What follows belongs to an exercise in optimizing a design on an open flow for small area and a short achievable clock period; a production flow would make more cautious choices. No functional check of the RTL was part of any run shown here. Power and IR drop assume default switching activity.

[design.v]
module multiplier (
    output Ready,
    output Valid,
    output [31:0] R,
    input [15:0] X,
    input [15:0] Y,
    input Clk,
    input Rst
);
    genvar i;
    reg [3:0] cnt;
    always @(posedge Clk or negedge Rst) begin
        if (!Rst)
            cnt <= 4'd8;
        else if (cnt == 4'd0)
            cnt <= 4'd8;
        else
            cnt <= cnt - 4'd1;
    end
    reg ready_r, valid_n;
    reg [3:0] vq_n;
    always @(posedge Clk) begin
        ready_r <= (cnt == 4'd8);
        valid_n <= (cnt != 4'd0);
        vq_n[0] <= cnt[3] ? (cnt[2:0] != 3'd1) : (cnt[2:0] != 3'd0);
        vq_n[1] <= cnt[3] ? (cnt[2:0] != 3'd2) : (cnt[2:0] != 3'd0);
        vq_n[2] <= cnt[3] ? (cnt[2:0] != 3'd3) : (cnt[2:0] != 3'd0);
        vq_n[3] <= cnt[3] ? (cnt[2:0] != 3'd4) : (cnt[2:0] != 3'd0);
    end
    wire first = ready_r;
    reg [2:0] trip;
    always @(*) begin
        case (cnt)
            4'd7: trip = Y[3:1];
            4'd6: trip = Y[5:3];
            4'd5: trip = Y[7:5];
            4'd4: trip = Y[9:7];
            4'd3: trip = Y[11:9];
            4'd2: trip = Y[13:11];
            4'd1: trip = Y[15:13];
            default: trip = 3'b000;
        endcase
    end
    reg one_r, two_r, neg_r;
    always @(posedge Clk) begin
        one_r <= trip[1] ^ trip[0];
        two_r <= (trip[2] & ~trip[1] & ~trip[0]) | (~trip[2] & trip[1] & trip[0]);
        neg_r <= trip[2];
    end
    wire one = one_r | (first & Y[0]);
    wire two = two_r | (first & Y[1] & ~Y[0]);
    wire neg = neg_r | (first & Y[1]);
    wire [16:0] pp = (({17{one}} & {X[15], X}) | ({17{two}} & {X, 1'b0})) ^ {17{neg}};
    reg [15:0] acc_n;
    reg [15:0] lo_n;
    wire [15:0] a = ~acc_n & {16{~first}};
    wire [17:0] ea = {a[15], a[15], a};
    wire [17:0] eb = {pp[16], pp};
    wire [17:0] g0 = ea & eb;
    wire [17:0] p = ea ^ eb;
    wire [17:0] g = {g0[17:1], g0[0] | (p[0] & neg)};
    wire [8:0] g2, p2;
    generate for (i = 0; i < 9; i = i + 1) begin : l1
        assign g2[i] = g[2*i+1] | (p[2*i+1] & g[2*i]);
        assign p2[i] = p[2*i+1] & p[2*i];
    end endgenerate
    wire [3:0] g4, p4;
    generate for (i = 0; i < 4; i = i + 1) begin : l2
        assign g4[i] = g2[2*i+1] | (p2[2*i+1] & g2[2*i]);
        assign p4[i] = p2[2*i+1] & p2[2*i];
    end endgenerate
    wire [1:0] g8, p8;
    generate for (i = 0; i < 2; i = i + 1) begin : l3
        assign g8[i] = g4[2*i+1] | (p4[2*i+1] & g4[2*i]);
        assign p8[i] = p4[2*i+1] & p4[2*i];
    end endgenerate
    wire g16 = g8[1] | (p8[1] & g8[0]);
    wire [17:0] C;
    assign C[0] = g[0];
    assign C[1] = g2[0];
    assign C[2] = g[2] | (p[2] & C[1]);
    assign C[3] = g4[0];
    assign C[4] = g[4] | (p[4] & C[3]);
    assign C[5] = g2[2] | (p2[2] & C[3]);
    assign C[6] = g[6] | (p[6] & C[5]);
    assign C[7] = g8[0];
    assign C[8] = g[8] | (p[8] & C[7]);
    assign C[9] = g2[4] | (p2[4] & C[7]);
    assign C[10] = g[10] | (p[10] & C[9]);
    assign C[11] = g4[2] | (p4[2] & C[7]);
    assign C[12] = g[12] | (p[12] & C[11]);
    assign C[13] = g2[6] | (p2[6] & C[11]);
    assign C[14] = g[14] | (p[14] & C[13]);
    assign C[15] = g16;
    assign C[16] = g[16] | (p[16] & C[15]);
    assign C[17] = g2[8] | (p2[8] & C[15]);
    wire [17:0] s = p ^ {C[16:0], neg};
    always @(posedge Clk) begin
        acc_n <= ~s[17:2];
        lo_n <= {~s[1:0], lo_n[15:2]};
    end
    assign Ready = ready_r;
    assign Valid = ~valid_n;
    assign R = ~({{8{vq_n[3]}}, {8{vq_n[2]}}, {8{vq_n[1]}}, {8{vq_n[0]}}} | {acc_n, lo_n});
endmodule
[flow/run.sh]
#!/bin/bash
# The standard layout (standard.sh), with three settings changed:
# - the port buffers are plain buf_1 cells instead of the default delay buffer,
# - full-adder cells are left out of the cell choice (half adders stay), so the
#   synthesis builds the adder's sum and carry from plain gates,
# - the resizer's timing repair aims for 8.5 ns of setup slack (the SDC and the
#   clock period are unchanged).
# Every tool's output goes to standard.log in this folder.
set -o pipefail
export BUFFER_PORTS_ARGS="-buffer_cell sky130_fd_sc_hd__buf_1"
export DONT_USE_CELLS="sky130_fd_sc_hd__fa_1 sky130_fd_sc_hd__fa_2 sky130_fd_sc_hd__fa_4"
export SETUP_SLACK_MARGIN=8.5
bash standard.sh > standard.log 2>&1
[standard.sh]
#!/bin/bash
# synth_recipe.tcl (not shown) runs the flow's synth.tcl, then flattens the netlist and writes it again
# the make line also repeats each setting of config.mk as NAME=value (left out here)
make -C /OpenROAD-flow-scripts/flow DESIGN_CONFIG=/design/flow/config.mk WORK_HOME=/design/flow/orfs CLKGATE_MAP_FILE= SYNTH_SCRIPT=/design/flow/synth_recipe.tcl "${@:-finish}"
[config.mk]
export PLATFORM = sky130hd
export DESIGN_NAME = multiplier
export DESIGN_NICKNAME = multiplier
export VERILOG_FILES = /design/flow/design.v
export SDC_FILE = /design/flow/constraint.sdc
export NUM_CORES = 4
export LEC_CHECK = 0
export CAP_MARGIN = 20
export CORE_MARGIN = 2
export CORE_UTILIZATION = 40
export SLEW_MARGIN = 20
[constraint.sdc]
create_clock -name core_clock -period 13.0 [get_ports {Clk}]
set_input_delay 2.6000 -clock core_clock [delete_from_list [all_inputs] [get_ports {Clk}]]
set_output_delay 2.6000 -clock core_clock [all_outputs]
set_load 0.01 [all_outputs]
==> results of run 1 <==
[layout by cell type (no fill, tap or decap), drive strengths merged]
cell     synthesis  routed
fa               9       9
inv             20      21
o21ai            7       7
or2              2       2
mux4             2       2
nand3            1       1
dfstp            1       1
nand3b           3       3
xor2            16      16
nor3b            1       1
a2111oi          1       1
o31ai            1       1
buf              8      90
clkbuf           6       6
o2111ai          1       1
nand4            2       2
a31oi            5       5
o21bai           2       2
a22oi           15      15
a21o             4       4
a21oi            7       7
nand2b           3       3
ha              16      16
nand2           10      10
a211oi           3       3
nor2            53      53
nor2b            3       3
and2             1       1
dfrtp            3       3
o311ai           1       1
dfxtp           41      41
nor4             2       2
nor4b            1       1
a2111o           1       1
or3b             1       1
xnor2            9       9
clkinv           0       1
mux2i            3       3
[metrics by stage]
| step | instance area [µm²] | power (W) | cells |
|---|---|---|---|
| 6_report | 3270 | 0.000601 | 424 |
| 3_5_place_dp | 2790 | 0.000434 | 393 |
| 3_3_place_gp | 2790 | 0.000428 | 393 |
| 5_1_grt | 3270 | 0.000650 | 424 |
| 2_1_floorplan | 2530 | 0.000388 | 265 |
| 4_1_cts | 3150 | 0.000578 | 419 |
[area by class of cell]
cell class	count	area [µm²]
fillers	564	2690
multi-input cells	186	1590
flip-flops and latches	45	922
repair buffers	90	470
clock buffers	6	93.8
well taps	75	93.8
inverters	20	75.1
clock inverters	2	20.0
[report_power, final]
group | internal [W] | switching [W] | total, W | leakage, nW
Clock | 0.0000512 | 0.0000524 | 0.000104 | 0.0584
Sequential | 0.000193 | 0.0000238 | 0.000217 | 0.386
Combinational | 0.000137 | 0.000143 | 0.000281 | 0.933
Total | 0.000382 | 0.000220 | 0.000601 | 1.38
[repair_timing]
item | in CTS | in global routing
hold endpoints to repair | 0 | 0
resized for setup | 26 | 16
setup endpoints to repair | 15 | 13
pin swaps | 12 | 15
buffers inserted | 18 | 5
[worst max path at each step]
stage                                    to  slack, ns  cells past startpoint
after global placement    acc_n[12]$_DFF_P_       7.12                     13
after detailed placement  acc_n[12]$_DFF_P_       7.04                     13
after floorplan           acc_n[12]$_DFF_P_       7.82                     13
final                     acc_n[12]$_DFF_P_       8.03                     14
after CTS                 acc_n[14]$_DFF_P_       8.08                     13
after global routing      acc_n[14]$_DFF_P_       7.93                     14
[layer usage]
layer | vias up | global-route usage | routed length (µm)
li1 | 1054 | - | -
met1 | 958 | 0.209 | 2530
met2 | 43 | 0.309 | 2910
met3 | 7 | 0.0304 | 206
met4 | 0 | 0.0541 | 76
met5 | - | 0 | 0
[sequential cells by signal (all words and copies together), names as in the netlist]
register  flops
vq_n          4
cnt           4
acc_n        16
neg_r         1
ready_r       1
lo_n         16
one_r         1
two_r         1
valid_n       1
[logic make-up after synthesis]
group	Yosys count
flip-flops	45
multiplexers	5
XOR/XNOR	25
buffers and inverters	34
AND/OR/NAND/NOR	83
adder cells (fa/ha/maj)	25
AO/OA/AOI/OAI	48
==> results.toml, run 1 <==
[timing]
fin_hold_ws_ns = 0.354
setup_viol = 0
worst_pin_slew_ns = 0.890
hold_viol_final = 0
fmax_mhz = 201
setup_slack_ns = 8.03
slew_headroom = 0.406
setup_tns_ns = 0
period_share = 0.382
fin_worst_skew_ns = 0.00566
rsz0062_at_grt = "true"
slew_violations = 0
fin_crit_ns = 4.97

[critical_path]
crit_buf_inv = 4
cpMostUsedCell = "buf_4"
cp.arrival_ns = 5.18
worst-path-max-fanout = 6
max_stage_delay_ns = 0.53
reg2reg_to = "acc_n[12]$_DFF_P_"
critPathRequiredTime_ns = 13.21
cpLargestDelayFamily = "compound AO/OA/AOI/OAI gates"
path_cells = "buf_8 > a21o_4 > buf_4 > a22oi_2 > xor2_1 > ha_1 > nor2b_4 > o2111ai_2 > a2111oi_4 > nor3b_2 > buf_4 > o21bai_4 > fa_2 > inv_2"
reg2reg_from = "ready_r$_DFF_P_"
end_kind = "register"
startpoint_type = "input pin"
rrSetupSlack_ns = 9.52
critPathKind = "input pin to register"
r2r_cells = 14
critPathLaunch = "Y[0]"
critPathSlowestCell = "fa_2"

[placed_design]
pre_cts_slack_ns = 7.04
hpwl_um = 3950
place_congestion = 0.836
io_buffers = 67

[min_path]
hold_path_depth = 0
min-delay-start = "lo_n[3]$_DFF_P_"
holdCritPathClass = "register to register"
whs_endpoint = "lo_n[1]$_DFF_P_"

[layout]
drive_gt1_frac = 0.218
finish.net_count = 407
n_antenna_cell = 0
area_growth_syn_to_layout_pct = 32.2
final_util = 0.549

[logic_synthesis]
synth.area.top_cells = "dfxtp_1 (33%), ha_1 (8.1%), nor2_1 (8.0%), fa_1 (7.3%), xor2_1 (5.7%)"
synth-async-reset-ratio = 0.0889
synthXorXnorAreaFrac = 0.0886
yosysTopAreaCell = "dfxtp_1"
syn_nets = 324
synth_area_mm2 = 0.00247
synth_top_family_by_area = "adder cells"
synth-compound-area-share = 0.143
yosysSeqAreaShare = 0.373
synth_top_cell_area_share = 0.332
synth_adder_area_share = 0.154
synth.distinct_cells = 44
syn_area_per_cell_um2 = 9.33
yosysWarnings = 1
synth-simple-area-share = 0.151
synth_common_cells = "nor2_1 (53), dfxtp_1 (41), inv_1 (18)"
synth_edf_count = 0
ys_ff_latch = 45
synth.most_common_cell = "nor2_1"
synth_mux_area_frac = 0.0319
synth_flop_cell = "dfxtp_1"
syn_inst = 265

[drt]
avgRoutedWirePerCell_um = 13.5
num_vias = 2062
drtIter0Drc = 42
vias_per_cell = 4.86
drc = 0
wl_um = 5730
ant_nets = 0
drtPass1Iterations = 4

[floorplan]
start_util = 0.415
die_w_um = 82.6
die_area_mm2 = 0.00683
core-area_mm2 = 0.00596
rows = 28
chipHeight_um = 82.6
ios = 68

[outcome]
status = "timing/DRC/antenna clean"

[grt]
grt_pass1_wl_um = 8940
grt_max_degree = 21
overflow = 0
grt_pass1_vias = 1993
gr-usage-all-layers = 0.172
antenna_found_initial = 0

[clocking]
numCtsBuffers = 5
clock_latency_ns = 0.30
cts_sinks = 45
tritoncts = "yes"
clockBufferDepth = 2
htree_levels = 2
cts_root_buf = "clkbuf_8"
holdBufCountCts = 0
path_clk_slew_ns = 0.09

[power_and_ir_drop]
vdd_ir_drop_max_v = 0.0000840
power_density_mw_per_mm2 = 184
leakage_nw = 1.38

[run]
cap_viol_max_count = 0
==> inputs of run 2 (changes only) <==
==> flow/run.sh (replaced) <==
#!/bin/bash
# The standard layout (standard.sh), with three settings changed:
# - the port buffers are plain buf_1 cells instead of the default delay buffer,
# - full-adder cells join the platform's don't-use list (half adders stay), so
#   the synthesis builds sums and carries from plain gates,
# - the resizer's timing repair aims for 8.6 ns of setup slack (the SDC and the
#   clock period are unchanged).
# Every tool's output goes to standard.log in this folder.
set -o pipefail
export BUFFER_PORTS_ARGS="-buffer_cell sky130_fd_sc_hd__buf_1"
export SETUP_SLACK_MARGIN=8.6
DU="sky130_fd_sc_hd__probe_p_8 sky130_fd_sc_hd__probec_p_8 sky130_fd_sc_hd__lpflow_bleeder_1 sky130_fd_sc_hd__lpflow_clkbufkapwr_1 sky130_fd_sc_hd__lpflow_clkbufkapwr_16 sky130_fd_sc_hd__lpflow_clkbufkapwr_2 sky130_fd_sc_hd__lpflow_clkbufkapwr_4 sky130_fd_sc_hd__lpflow_clkbufkapwr_8 sky130_fd_sc_hd__lpflow_clkinvkapwr_1 sky130_fd_sc_hd__lpflow_clkinvkapwr_16 sky130_fd_sc_hd__lpflow_clkinvkapwr_2 sky130_fd_sc_hd__lpflow_clkinvkapwr_4 sky130_fd_sc_hd__lpflow_clkinvkapwr_8 sky130_fd_sc_hd__lpflow_decapkapwr_12 sky130_fd_sc_hd__lpflow_decapkapwr_3 sky130_fd_sc_hd__lpflow_decapkapwr_4 sky130_fd_sc_hd__lpflow_decapkapwr_6 sky130_fd_sc_hd__lpflow_decapkapwr_8 sky130_fd_sc_hd__lpflow_inputiso0n_1 sky130_fd_sc_hd__lpflow_inputiso0p_1 sky130_fd_sc_hd__lpflow_inputiso1n_1 sky130_fd_sc_hd__lpflow_inputiso1p_1 sky130_fd_sc_hd__lpflow_inputisolatch_1 sky130_fd_sc_hd__lpflow_isobufsrc_1 sky130_fd_sc_hd__lpflow_isobufsrc_16 sky130_fd_sc_hd__lpflow_isobufsrc_2 sky130_fd_sc_hd__lpflow_isobufsrc_4 sky130_fd_sc_hd__lpflow_isobufsrc_8 sky130_fd_sc_hd__lpflow_isobufsrckapwr_16 sky130_fd_sc_hd__lpflow_lsbuf_lh_hl_isowell_tap_1 sky130_fd_sc_hd__lpflow_lsbuf_lh_hl_isowell_tap_2 sky130_fd_sc_hd__lpflow_lsbuf_lh_hl_isowell_tap_4 sky130_fd_sc_hd__lpflow_lsbuf_lh_isowell_4 sky130_fd_sc_hd__lpflow_lsbuf_lh_isowell_tap_1 sky130_fd_sc_hd__lpflow_lsbuf_lh_isowell_tap_2 sky130_fd_sc_hd__lpflow_lsbuf_lh_isowell_tap_4 sky130_fd_sc_hd__fa_1 sky130_fd_sc_hd__fa_2 sky130_fd_sc_hd__fa_4"
bash standard.sh "DONT_USE_CELLS=$DU" finish > standard.log 2>&1
==> results.toml, run 2 <==
[grt]
grt_pass1_wl_um = 8470
grt_max_degree = 21
grtUsageMet2 = 0.275
grt.met3_usage = 0.0359
antenna_found_initial = 0
met1_usage = 0.204
gr-usage-all-layers = 0.163
top_usage_layer = "met2"
grt_pass1_vias = 1918
overflow = 0

[layout]
reg.largest.list = "acc_n: 16 flops, lo_n: 16 flops"
n_antenna_cell = 0
area_growth_syn_to_layout_pct = 27.5
instances_no_fill = 425
mostFrequentLayoutCells = "buf_1 (65), nor2_1 (57), dfxtp_1 (41)"
layout_commonest_cell = "buf_1"
drive_gt1_frac = 0.171
finish.net_count = 410

[logic_synthesis]
syn_inst = 273
yosysSeqAreaShare = 0.375
synth_flop_cell = "dfxtp_1"
syn_area_per_cell_um2 = 9.00
synth_top_cell_area_share = 0.334
synth_area_mm2 = 0.00246
synth.area.top_cells = "dfxtp_1 (33%), ha_1 (14%), nor2_1 (9.6%), xor2_1 (9.6%), a22oi_1 (4.6%)"
yosysTopAreaCell = "dfxtp_1"
synth-async-reset-ratio = 0.0889
ys_ff_latch = 45
yosysWarnings = 1
synth_common_cells = "nor2_1 (63), dfxtp_1 (41), ha_1 (27), xor2_1 (27), a22oi_1 (15)"
syn_nets = 334
synth.distinct_cells = 38
synth.most_common_cell = "nor2_1"
synth_edf_count = 0

[clocking]
clockBufferDepth = 2
path_clk_slew_ns = 0.09
holdBufCountCts = 0
clock_latency_ns = 0.30
htree_levels = 2
cts_sinks = 45
tritoncts = "yes"
cts_root_buf = "clkbuf_8"
numCtsBuffers = 5

[placed_design]
place_congestion = 0.740
io_buffers = 67
hpwl_um = 3840
place_inst = 402
pre_cts_slack_ns = 7.34

[power_and_ir_drop]
p_comb_frac = 0.479
switchingPower_w = 0.000221
sequentialPowerShare = 0.354
finalPower_w = 0.000618
leakage_nw = 1.41
p_clk_frac = 0.167
power_density_mw_per_mm2 = 197
vdd_ir_drop_max_v = 0.000105
p_int_w = 0.000397
swShare = 0.357

[critical_path]
rrSetupSlack_ns = 9.41
crit_buf_inv = 1
reg2reg_from = "ready_r$_DFF_P_"
max_stage_delay_ns = 0.33
end_kind = "register"
cp.depth = 14
cp.arrival_ns = 5.28
cpLargestDelayFamily = "compound AO/OA/AOI/OAI gates"
startpoint_type = "input pin"
crit_path_end = "acc_n[15]$_DFF_P_"
r2r_cells = 14
critPathLaunch = "Y[0]"
path_cells = "buf_8 > a21o_4 > a22oi_2 > xor2_1 > ha_1 > ha_2 > o211ai_1 > a21oi_2 > o211a_1 > o22a_1 > a221o_1 > ha_2 > nor2_2 > xor2_1"
reg2reg_to = "acc_n[15]$_DFF_P_"
critPathRequiredTime_ns = 13.24
worst-path-max-fanout = 7
critPathKind = "input pin to register"
critPathSlowestCell = "a221o_1"

[timing]
setup_slack_ns = 7.96
fin_crit_ns = 5.04
slew_headroom = 0.371
setup_tns_ns = 0
fmax_mhz = 198
slew_violations = 0
period_share = 0.388
setup_viol = 0
rsz0062_at_grt = "true"
fin_worst_skew_ns = 0.00262
worst_pin_slew_ns = 0.942
hold_viol_final = 0

[floorplan]
die_area_mm2 = 0.00678
ios = 68
core-area_mm2 = 0.00592
die_w_um = 82.4
chipHeight_um = 82.4
rows = 28
start_util = 0.415

[min_path]
holdCritPathClass = "register to register"

[drt]
num_vias = 2081
avgRoutedWirePerCell_um = 12.8
ant_nets = 0
drc = 0
drtIter0Drc = 65
vias_per_cell = 4.90
wl_um = 5420
drtPass1Iterations = 4

[run]
cap_viol_max_count = 0

[outcome]
status = "timing/DRC/antenna clean"
[run 2: cell types whose count changed after synthesis, sizes merged, moves of 4 or more]
cell	delta
mux2	+4
fa	-9
xnor2	-9
ha	+11
nor2	+10
xor2	+11
inv	-6
[run 2: area by class of cell]
| class | count | area (µm²) |
|---|---|---|
| clock buffer | 6 | 93.8 |
| clock inverter | 2 | 20.0 |
| fill | 558 | 2790 |
| inverter | 14 | 52.6 |
| multi-input combinational | 201 | 1560 |
| sequential | 45 | 922 |
| tap | 75 | 93.8 |
| timing repair buffer | 82 | 387 |
[run 2: cells by family (layout without fill, tap and decap cells)]
logic type                 after synthesis  in the layout  synth area share
adders and majority gates               27             27             0.138
buffers and inverters                   27            104            0.0453
xor gates and xnor gates                27             27            0.0963
and+or+nand+nor                         91             91             0.159
muxes                                    8              8            0.0464
DFF                                     45             45             0.375
AOI/OAI and AO/OA                       48             48             0.140
[run 2: per-layer routing]
layer  up-vias  part of all wire
met2        38              0.48
met5         -                 0
li1       1073                 -
met3         9             0.035
met1       961              0.46
met4         0             0.019
[run 2: through the flow]
stage | hold slack [ns] | util | instance area, µm²
finish | 0.354 | 0.529 | 3130
global route | 0.359 | 0.529 | 3130
CTS | 0.355 | 0.513 | 3040
detailed placement | 0.339 | 0.472 | 2800
global placement | 0.334 | 0.472 | 2800
floorplan | 0.331 | - | 2510
[run 2: how the worst min path moves through the flow]
stage	start	endpoint	slack (ns)	cells after the start
floorplan	lo_n[15]$_DFF_P_	lo_n[13]$_DFF_P_	0.33	0
global placement	lo_n[8]$_DFF_P_	lo_n[6]$_DFF_P_	0.33	0
detailed placement	lo_n[14]$_DFF_P_	lo_n[12]$_DFF_P_	0.34	0
CTS	lo_n[14]$_DFF_P_	lo_n[12]$_DFF_P_	0.35	0
global route	lo_n[14]$_DFF_P_	lo_n[12]$_DFF_P_	0.36	0
finish	lo_n[14]$_DFF_P_	lo_n[12]$_DFF_P_	0.35	0
[run 2: power groups by stage]
stage	clock network, W	registers, W	logic, W
floorplan	0	0.000215	0.000186
global placement	0	0.000221	0.000226
detailed placement	0	0.000222	0.000231
CTS	0.000108	0.000219	0.000251
global route	0.000113	0.000226	0.000335
finish	0.000103	0.000219	0.000296
[run 2: what timing repair did]
item	in CTS	in global routing
buffers inserted	12	3
resized for setup	11	19
endpoints found under the setup margin	16	13
pin swaps	17	13

[port drivers added, routing unchanged]
The results above use ideal ports. As a check the final layouts listed here were re-extracted and re-timed, cells and wires unchanged.
Step 1 (the two cells are an assumption about what drives the block):
set clk [get_ports {Clk}]
set_driving_cell -lib_cell sky130_fd_sc_hd__clkbuf_16 $clk
set_driving_cell -lib_cell sky130_fd_sc_hd__buf_2 [delete_from_list [all_inputs] $clk]
Step 2, shift: input delay + t, output delay - t, t = (earliest + latest rising clock arrival at the registers) / 2. This alone moves slack from input paths to output paths.
Slacks: ideal ports / drivers / drivers and shift; pairs: ideal ports / drivers.
run | shift t [ns] | setup slack, ns | worst data-port slew with drivers (ns)
run 1 | 0.329 | 8.034 / 8.023 / 7.695 | 0.05
run 2 | 0.328 | 7.955 / 7.944 / 7.616 | 0.05
After both steps setup and hold are still met in every run listed.
